Source: an optimization exercise on an open RTL-to-GDS flow (aim: small area). Production flows keep margins and buffers that such runs may drop. RTL that was checked went through simulation tests only; none was proved equivalent to the original. Power and IR drop assume default switching activity.

==> inputs of 07-02 <==
Design pst_brain_v2, start of the top module:
module pst_brain_v2 (
    input  wire        clk,
    input  wire        rst_n,
    input  wire [7:0]  cur0, cur1, cur2, cur3,
    output wire [7:0]  phase0, phase1, phase2, phase3,
    output wire [2:0]  winner,
    output wire [7:0]  winner_score,
    output wire [7:0]  winner_rel,
    output wire [7:0]  w_ab, w_ac, w_ad, w_bc, w_bd, w_cd,
    output wire [7:0]  seq_slot_A, seq_slot_B,
    output wire        seq_force_valid,
    output wire [7:0]  seq_force_pred,
    output wire [7:0]  pred_out,
    output wire [7:0]  pred_err,
    output wire        reward_out,
    output wire [2:0]  gamma_cnt,
    output wire        theta_tick,
    output wire        episode_last,
    output wire [2:0]  ep_winner,
    output wire [3:0]  ep_strength,
    output wire        ep_valid,
    output wire        exploit_mode,
    output wire        explore_mode,
    output wire [1:0]  confidence_level,
    output wire [2:0]  theta_cnt,
    output wire        delta_tick,
    output wire [2:0]  topic_winner,
    output wire [2:0]  topic_strength,
    output wire        topic_valid,
    output wire        err_explore
);
==> flow/config.mk <==
export PLATFORM = sky130hd
export DESIGN_NAME = pst_brain_v2
export DESIGN_NICKNAME = pst_brain_v2
export VERILOG_FILES = /design/flow/design.v
export SDC_FILE = /design/flow/constraint.sdc
export NUM_CORES = 4
export LEC_CHECK = 0
export ABC_AREA = 1
export CAP_MARGIN = 20
export CORE_MARGIN = 2
export CORE_UTILIZATION = 40
export SLEW_MARGIN = 20
==> flow/constraint.sdc <==
create_clock -name core_clock -period 40.0 [get_ports {clk}]
set_input_delay 8.0000 -clock core_clock [delete_from_list [all_inputs] [get_ports {clk}]]
set_output_delay 8.0000 -clock core_clock [all_outputs]
set_load 0.01 [all_outputs]
standard.sh (not shown) runs the stock make flow with config.mk's settings and CLKGATE_MAP_FILE= SYNTH_SCRIPT=/design/flow/synth_recipe.tcl, a recipe that flattens the netlist after the stock synthesis.
==> flow/flow/run.sh <==
#!/bin/bash
# Own layout flow: the standard layout (standard.sh, unchanged synthesis),
# with two layout choices changed:
#  - the port buffers that buffer_ports inserts use the smallest buffer cell
#  - the clock tree is built from clkbuf_4 clusters without dummy loads
# Each tool's output is kept in a log file in the work folder.
set -euo pipefail
export BUFFER_PORTS_ARGS="-buffer_cell sky130_fd_sc_hd__buf_1"
export CTS_ARGS="-sink_clustering_enable -repair_clock_nets -sink_clustering_size 12 -sink_clustering_max_diameter 60 -buf_list \"sky130_fd_sc_hd__clkbuf_4 sky130_fd_sc_hd__clkbuf_8\" -root_buf sky130_fd_sc_hd__clkbuf_16 -tree_buf sky130_fd_sc_hd__clkbuf_8 -dont_use_dummy_load"
bash standard.sh synth > synth.log 2>&1
bash standard.sh > layout.log 2>&1
==> 10-25: changes against 07-02 <==
--- a/flow/design.v
+++ b/flow/design.v
@@ -87,34 +87,12 @@
     function [7:0] crel;
         input [7:0] r;
         begin
             crel = decr(r ^ {8{~r[7]}}, r[7]);
         end
     endfunction
-    function [3:0] pop8;
-        input [7:0] b;
-        reg sa, ca, sb, cb, sc, cc, cd, se, ce, cf;
-        begin
-            {ca, sa} = b[0] + b[1] + b[2];
-            {cb, sb} = b[3] + b[4] + b[5];
-            {cc, sc} = b[6] + b[7] + sa;
-            {cd, pop8[0]} = sb + sc;
-            {ce, se} = ca + cb + cc;
-            {cf, pop8[1]} = se + cd;
-            {pop8[3], pop8[2]} = ce + cf;
-        end
-    endfunction
-    function [2:0] pop5;
-        input [4:0] b;
-        reg sa, ca, cb;
-        begin
-            {ca, sa} = b[0] + b[1] + b[2];
-            {cb, pop5[0]} = b[3] + b[4] + sa;
-            {pop5[2], pop5[1]} = ca + cb;
-        end
-    endfunction
     reg [7:0] gph;
     reg       cs;
     always @(posedge clk or negedge rst_n) begin
         if (!rst_n) begin
             gph <= 8'd0;
             cs  <= 1'b0;
@@ -182,14 +160,12 @@
     end
     reg  [2:0] winner_r;
     reg  [7:0] wscore_r, wrel_r;
     reg        mm20_r, mm40_r, eq_r;
     reg  [3:0] stab;
     reg  [47:0] w;
-    reg  [20:0] ews;
-    reg  [11:0] tws;
     reg        dph;
     reg  [7:0] sA, sB, fpred, my_pred, pout, perr;
     reg        lw, fvalid;
     reg  [1:0] ezc;
     reg        reward;
     reg  [2:0] ehc;
@@ -201,18 +177,15 @@
     reg  [2:0] tw, ts;
     reg        tv;
     wire err_forced = (ehc >= 3'd5);
     wire in_mm      = ~(stab >= 4'd10) & mm20_r;
     wire explore    = err_forced | in_mm | (epv & (eps <= 4'd5) & (conf <= 2'd2));
     wire ctx_gate   = fvalid | explore | mm40_r;
-    reg  [7:0] bs, wa;
-    reg  [2:0] bi;
-    wire       sact  = (&gph[7:4]) & ~(gph[2] & gph[1]);
+    wire [2:0] si    = gph[2:0];
+    wire       sact  = (&gph[7:4]) & ~(si[2] & si[1]);
     wire       spass = gph[3];
-    wire [2:0] si    = sact ? gph[2:0] : bi;
-    wire       sfirst = (gph[2:0] == 3'd0);
     reg [7:0] spa, spb;
     reg       sfa, sfb;
     reg [5:0] sw;
     always @(*) begin
         case (si)
             3'd0:    begin spa = sp[7:0];   sfa = sf[0]; spb = sp[15:8];  sfb = sf[1]; sw = w[7:2];   end
@@ -226,58 +199,47 @@
     wire [8:0] sdiff = addc(spa, ~spb, 1'b1);
     wire [7:0] srel  = (sfa & sfb) ? crel(sdiff[7:0]) : 8'd0;
     wire       sb2   = ~explore & epv & (epw == si);
     wire       sb1   = ~explore & tv  & (tw  == si);
     wire [8:0] ssum1 = addc({1'b0, srel[7:1]}, {2'b0, (ctx_gate ? 6'd0 : sw)}, 1'b0);
     wire [8:0] sscore = addc(ssum1[7:0], {5'b0, sb2, sb1, 1'b0}, 1'b0);
-    wire       sne   = (gph[2:0] != bi);
-    wire [2:0] vc = gph[2:0];
-    wire [7:0] em = {winner_r == vc, ews[20:18] == vc, ews[17:15] == vc, ews[14:12] == vc,
-                     ews[11:9] == vc, ews[8:6] == vc, ews[5:3] == vc, ews[2:0] == vc};
-    wire [4:0] tm = {epw == vc, tws[11:9] == vc, tws[8:6] == vc, tws[5:3] == vc, tws[2:0] == vc};
-    wire [3:0] sevp = pop8(em);
-    wire [2:0] stvp = pop5(tm);
-    reg  [3:0] emv;
-    reg  [2:0] emi, tmi, tmv;
+    reg  [7:0] bs, brel;
+    reg  [2:0] bi;
+    reg        a20, a40;
+    wire [8:0] brel20 = addc(brel, 8'd20, 1'b0);
+    wire [8:0] brel40 = addc(brel, 8'd40, 1'b0);
+    wire       sne    = (si != bi);
+    wire       h20    = sne & gt8(srel, brel20[7:0]);
+    wire       h40    = sne & gt8(srel, brel40[7:0]);
+    wire       sfirst = (si == 3'd0);
     always @(posedge clk) begin
-        if (sact & ~spass) begin
-            if (sfirst | gt8(sscore[7:0], bs)) begin
-                bs <= sscore[7:0];
-                bi <= si;
-            end
-            if (sfirst | gt8({4'b0, sevp}, {4'b0, emv})) begin
-                emv <= sevp;
-                emi <= gph[2:0];
-            end
-            if (sfirst | gt8({5'b0, stvp}, {5'b0, tmv})) begin
-                tmv <= stvp;
-                tmi <= gph[2:0];
-            end
+        if (sact & ~spass & (sfirst | gt8(sscore[7:0], bs))) begin
+            bs   <= sscore[7:0];
+            bi   <= si;
+            brel <= srel;
         end
         if (sact & spass) begin
-            if (sne & (sfirst | gt8(srel, wa))) wa <= srel;
-            else if (sfirst)                    wa <= 8'd0;
+            a20 <= (~sfirst & a20) | h20;
+            a40 <= (~sfirst & a40) | h40;
         end
     end
-    wire [8:0] srel20 = addc(srel, 8'd20, 1'b0);
-    wire [8:0] srel40 = addc(srel, 8'd40, 1'b0);
     always @(posedge clk or negedge rst_n) begin
         if (!rst_n) begin
             winner_r <= 3'd0;
             wscore_r <= 8'd0;
             wrel_r   <= 8'd0;
             mm20_r   <= 1'b0;
             mm40_r   <= 1'b0;
             eq_r     <= 1'b1;
             stab     <= 4'd0;
         end else if (cs) begin
             winner_r <= bi;
-            wscore_r <= sscore[7:0];
-            wrel_r   <= srel;
-            mm20_r   <= gt8(wa, srel20[7:0]);
-            mm40_r   <= gt8(wa, srel40[7:0]);
+            wscore_r <= bs;
+            wrel_r   <= brel;
+            mm20_r   <= a20;
+            mm40_r   <= a40;
             eq_r     <= (bi == winner_r);
             if (eq_r) stab <= (stab >= 4'd10) ? 4'd10 : stab + 4'd1;
             else      stab <= 4'd0;
         end
     end
     assign winner       = winner_r;
@@ -308,19 +270,19 @@
     wire       dolearn = lfa & lfb & lclose & (lr[7] | ((|lr) & ~prot));
     wire [7:0] lval    = lr[7] ? ltpc : ltd;
     always @(posedge clk or negedge rst_n) begin
         if (!rst_n) begin
             w   <= {6{8'd128}};
             dph <= 1'b0;
-        end else begin
-            dph <= dph ^ cs;
+        end else if (cs) begin
+            dph <= ~dph;
             for (i = 0; i < 6; i = i + 1) begin
-                if (cs & ~dph & dolearn & (winner_r == i))
+                if (~dph & dolearn & (winner_r == i))
                     w[8*i +: 8] <= lval;
                 else
-                    w[8*i +: 8] <= decr(w[8*i +: 8], cs & dph & ~prot & gt8(w[8*i +: 8], 8'd80));
+                    w[8*i +: 8] <= decr(w[8*i +: 8], dph & ~prot & gt8(w[8*i +: 8], 8'd80));
             end
         end
     end
     assign w_ab = w[7:0];   assign w_ac = w[15:8];  assign w_ad = w[23:16];
     assign w_bc = w[31:24]; assign w_bd = w[39:32]; assign w_cd = w[47:40];
     wire [8:0] rawA  = addc(act, ~sA, 1'b1);
@@ -417,41 +379,60 @@
             end
         end
     end
     assign exploit_mode     = exploit_r;
     assign explore_mode     = explore;
     assign confidence_level = conf;
-    always @(posedge clk) begin
-        if (cs) ews <= {ews[17:0], winner_r};
+    reg [23:0] ev;
+    reg [2:0]  emi;
+    reg [3:0]  emv;
+    always @(*) begin
+        emi = 3'd0; emv = ev[3:0];
+        for (i = 1; i < 6; i = i + 1)
+            if (gt8({4'b0, ev[4*i +: 4]}, {4'b0, emv})) begin emi = i; emv = ev[4*i +: 4]; end
     end
     always @(posedge clk or negedge rst_n) begin
         if (!rst_n) begin
+            ev  <= 24'd0;
             epw <= 3'd0;
             eps <= 4'd0;
             epv <= 1'b0;
         end else if (tht) begin
             epw <= emi;
             eps <= emv;
             epv <= 1'b1;
+            ev  <= 24'd0;
+        end else if (cs) begin
+            for (i = 0; i < 6; i = i + 1)
+                if (winner_r == i) ev[4*i +: 4] <= ev[4*i +: 4] + 4'd1;
         end
     end
     assign ep_winner   = epw;
     assign ep_strength = eps;
     assign ep_valid    = epv;
-    always @(posedge clk) begin
-        if (tht) tws <= {tws[8:0], epw};
+    reg [17:0] tvt;
+    reg [2:0]  tmi, tmv;
+    always @(*) begin
+        tmi = 3'd0; tmv = tvt[2:0];
+        for (i = 1; i < 6; i = i + 1)
+            if (gt8({5'b0, tvt[3*i +: 3]}, {5'b0, tmv})) begin tmi = i; tmv = tvt[3*i +: 3]; end
     end
     always @(posedge clk or negedge rst_n) begin
         if (!rst_n) begin
+            tvt <= 18'd0;
             tw  <= 3'd0;
             ts  <= 3'd0;
             tv  <= 1'b0;
         end else if (dlt) begin
             if (tmv >= 3'd3) tw <= tmi;
             ts  <= tmv;
             tv  <= 1'b1;
+            tvt <= 18'd0;
+        end else if (tht) begin
+            for (i = 0; i < 6; i = i + 1)
+                if (epw == i) tvt[3*i +: 3] <= tvt[3*i +: 3] + 3'd1;
         end
     end
     assign topic_winner   = tw;
     assign topic_strength = ts;
     assign topic_valid    = tv;
 endmodule
==> flow/run.sh (new file) <==
#!/bin/bash
# synth_recipe.tcl (not shown) runs the flow's synth.tcl, then flattens the netlist and writes it again
# the make line also repeats each setting of config.mk as NAME=value (left out here)
make -C /OpenROAD-flow-scripts/flow DESIGN_CONFIG=/design/flow/config.mk WORK_HOME=/design/flow/orfs CLKGATE_MAP_FILE= SYNTH_SCRIPT=/design/flow/synth_recipe.tcl finish
Settings changed: ABC_AREA 1 to unset.
removed: flow/flow/run.sh
removed: flow/standard.sh
==> 07-23: changes against 07-02 <==
--- a/flow/design.v
+++ b/flow/design.v
@@ -184,25 +184,23 @@
     reg  [7:0] wscore_r, wrel_r;
     reg        mm20_r, mm40_r, eq_r;
     reg  [3:0] stab;
     reg  [47:0] w;
     reg  [20:0] ews;
     reg  [11:0] tws;
-    reg        dph;
+    wire       dph = gcnt[0];           
     reg  [7:0] sA, sB, fpred, my_pred, pout, perr;
     reg        lw, fvalid;
     reg  [1:0] ezc;
-    reg        reward;
     reg  [2:0] ehc;
-    reg        exploit_r;
     reg  [1:0] conf;
     reg  [2:0] epw;
     reg  [3:0] eps;
-    reg        epv;
     reg  [2:0] tw, ts;
-    reg        tv;
+    wire epv = |eps;
+    wire tv  = |ts;
     wire err_forced = (ehc >= 3'd5);
     wire in_mm      = ~(stab >= 4'd10) & mm20_r;
     wire explore    = err_forced | in_mm | (epv & (eps <= 4'd5) & (conf <= 2'd2));
     wire ctx_gate   = fvalid | explore | mm40_r;
     reg  [7:0] bs, wa;
     reg  [2:0] bi;
@@ -255,14 +253,17 @@
         end
         if (sact & spass) begin
             if (sne & (sfirst | gt8(srel, wa))) wa <= srel;
             else if (sfirst)                    wa <= 8'd0;
         end
     end
-    wire [8:0] srel20 = addc(srel, 8'd20, 1'b0);
-    wire [8:0] srel40 = addc(srel, 8'd40, 1'b0);
+    wire [8:0] wad    = addc(wa, ~srel, 1'b1);
+    wire       d20    = gt8(wad[7:0], 8'd20);
+    wire       d40    = gt8(wad[7:0], 8'd40);
+    wire       mm20   = gt8(srel, 8'd235) ? (wad[8] | d20) : (wad[8] & d20);
+    wire       mm40   = gt8(srel, 8'd215) ? (wad[8] | d40) : (wad[8] & d40);
     always @(posedge clk or negedge rst_n) begin
         if (!rst_n) begin
             winner_r <= 3'd0;
             wscore_r <= 8'd0;
             wrel_r   <= 8'd0;
             mm20_r   <= 1'b0;
@@ -270,14 +271,14 @@
             eq_r     <= 1'b1;
             stab     <= 4'd0;
         end else if (cs) begin
             winner_r <= bi;
             wscore_r <= sscore[7:0];
             wrel_r   <= srel;
-            mm20_r   <= gt8(wa, srel20[7:0]);
-            mm40_r   <= gt8(wa, srel40[7:0]);
+            mm20_r   <= mm20;
+            mm40_r   <= mm40;
             eq_r     <= (bi == winner_r);
             if (eq_r) stab <= (stab >= 4'd10) ? 4'd10 : stab + 4'd1;
             else      stab <= 4'd0;
         end
     end
     assign winner       = winner_r;
@@ -298,24 +299,22 @@
     end
     wire       wf     = lfa | lfb;
     wire [8:0] ldiff  = addc(lpa, ~lpb, 1'b1);
     wire [7:0] lr     = ldiff[7:0];
     wire       lclose = lr[7] ? gt8(lr, 8'd225) : ~gt8(lr, 8'd30);
     wire       prot    = tv & ~explore;
-    wire [8:0] ltp     = addc(wsel, {4'b0, reward, ~reward, 2'b0}, 1'b0);
+    wire [8:0] ltp     = addc(wsel, {4'b0, reward_out, ~reward_out, 2'b0}, 1'b0);
     wire [7:0] ltpc    = gt8(ltp[7:0], 8'd190) ? 8'd190 : ltp[7:0];
     wire [8:0] ltdm    = addc(wsel, 8'hFD, 1'b1);
     wire [7:0] ltd     = gt8(wsel, 8'd82) ? ltdm[7:0] : 8'd80;
     wire       dolearn = lfa & lfb & lclose & (lr[7] | ((|lr) & ~prot));
     wire [7:0] lval    = lr[7] ? ltpc : ltd;
     always @(posedge clk or negedge rst_n) begin
         if (!rst_n) begin
             w   <= {6{8'd128}};
-            dph <= 1'b0;
         end else begin
-            dph <= dph ^ cs;
             for (i = 0; i < 6; i = i + 1) begin
                 if (cs & ~dph & dolearn & (winner_r == i))
                     w[8*i +: 8] <= lval;
                 else
                     w[8*i +: 8] <= decr(w[8*i +: 8], cs & dph & ~prot & gt8(w[8*i +: 8], 8'd80));
             end
@@ -381,77 +380,67 @@
     end
     assign pred_out = pout;
     assign pred_err = perr;
     always @(posedge clk or negedge rst_n) begin
         if (!rst_n) begin
             ezc    <= 2'd0;
-            reward <= 1'b0;
             ehc    <= 3'd0;
         end else if (cs) begin
             if (perr < 8'd5) begin
                 ezc    <= (ezc == 2'd3) ? 2'd3 : ezc + 2'd1;
-                reward <= ezc[1];
             end else begin
                 ezc    <= 2'd0;
-                reward <= 1'b0;
             end
             if (perr > 8'd50) begin
                 if (ehc < 3'd5) ehc <= ehc + 3'd1;
             end else begin
                 ehc <= 3'd0;
             end
         end
     end
-    assign reward_out  = reward;
+    assign reward_out  = &ezc;
     assign err_explore = err_forced;
     always @(posedge clk or negedge rst_n) begin
         if (!rst_n) begin
-            exploit_r <= 1'b0;
             conf      <= 2'd0;
         end else if (tht && epv) begin
             if (eps >= 4'd6) begin
                 conf      <= 2'd3;
-                exploit_r <= 1'b1;
             end else begin
                 conf      <= (conf == 2'd3) ? 2'd2 : 2'd1;
-                exploit_r <= 1'b0;
             end
         end
     end
-    assign exploit_mode     = exploit_r;
+    assign exploit_mode     = &conf;
     assign explore_mode     = explore;
     assign confidence_level = conf;
     always @(posedge clk) begin
-        if (cs) ews <= {ews[17:0], winner_r};
+        ews <= {ews[17:0], (cs ? winner_r : ews[20:18])};
     end
     always @(posedge clk or negedge rst_n) begin
         if (!rst_n) begin
             epw <= 3'd0;
             eps <= 4'd0;
-            epv <= 1'b0;
         end else if (tht) begin
             epw <= emi;
             eps <= emv;
-            epv <= 1'b1;
         end
     end
     assign ep_winner   = epw;
     assign ep_strength = eps;
     assign ep_valid    = epv;
     always @(posedge clk) begin
         if (tht) tws <= {tws[8:0], epw};
     end
     always @(posedge clk or negedge rst_n) begin
         if (!rst_n) begin
             tw  <= 3'd0;
             ts  <= 3'd0;
-            tv  <= 1'b0;
         end else if (dlt) begin
             if (tmv >= 3'd3) tw <= tmi;
             ts  <= tmv;
-            tv  <= 1'b1;
         end
     end
     assign topic_winner   = tw;
     assign topic_strength = ts;
     assign topic_valid    = tv;
 endmodule
==> flow/flow/run.sh (replaced) <==
#!/bin/bash
# Own layout flow: the standard layout (standard.sh, unchanged synthesis),
# with two layout choices changed:
#  - the port buffers that buffer_ports inserts use the smallest buffer cell
#  - the clock tree is built from clkbuf_8 clusters without dummy loads
# Each tool's output is kept in a log file in the work folder.
set -euo pipefail
export BUFFER_PORTS_ARGS="-buffer_cell sky130_fd_sc_hd__buf_1"
export CTS_ARGS="-sink_clustering_enable -repair_clock_nets -sink_clustering_size 16 -sink_clustering_max_diameter 70 -buf_list sky130_fd_sc_hd__clkbuf_8 -dont_use_dummy_load"
bash standard.sh synth > synth.log 2>&1
bash standard.sh > layout.log 2>&1
==> results.yml <==
synth:
  synth-xor-area-share_pct: 4.85
  synth-async-reset-ratio_pct: 70.6
finish:
  utilization_pct: 44.3
sta:
  fin_crit_sh_pct: 27.7
outcome:
  status: "timing/DRC/antenna clean"
clock_tree:
  clock_latency_ns: 0.68
pwr:
  finalPower_mw: 0.712
Source of the figures above: 07-23

==> results.yml <==
synth:
  synth-async-reset-ratio_pct: 71.0
  synth-xor-area-share_pct: 4.91
placement:
  dp_slack_ns: 28.21
clock_tree:
  clock_latency_ns: 0.55
  ctsResizeCount: 0
finish:
  nFillCells: 4679
  utilization_pct: 44.3
sta:
  fin_crit_sh_pct: 29.6
outcome:
  status: "timing/DRC/antenna clean"
Source of the figures above: 07-02

==> results.yml <==
finish:
  utilization_pct: 48.4
sta:
  fin_crit_sh_pct: 28.6
pwr:
  finalPower_mw: 0.953
synth:
  synth-async-reset-ratio_pct: 84.1
  synth-xor-area-share_pct: 4.11
clock_tree:
  clock_latency_ns: 0.58
outcome:
  status: "timing/DRC/antenna clean"
Source of the figures above: 10-25

Function not checked in 07-02: the RTL went through the layout flow alone.

[afterwards: timing with drivers on the ports]
No port has a modelled driver above. Below, the same layouts with a new extraction and two added sets of constraints. Step 1 sets driving cells, clkbuf_16 on the clock port and buf_2 on the other inputs (assumed; they add their load-dependent delay and slew). Step 2 adds t to the input delays and takes it off the output delays; t is the mean of the earliest and latest rising clock arrival at the registers after step 1. Input paths then give back, and output paths get back, about the clock's delay inside the block. a / b / c = ideal / step 1 / step 2; a / b = the first two.
| run | t (ns) | setup WS [ns] | cell pins on the clock port's net |
|---|---|---|---|
| 07-02 | 0.571 | 28.177 / 28.177 / 28.177 | 1 |
| 10-25 | 0.628 | 28.557 / 28.557 / 28.216 | 1 |
| 07-23 | 0.672 | 28.924 / 28.924 / 28.883 | 1 |
After both steps setup and hold are still met in every run listed. The setup slack of 10-25, which loses most, moves by 0.000 ns with the drivers and by -0.341 ns with both steps.
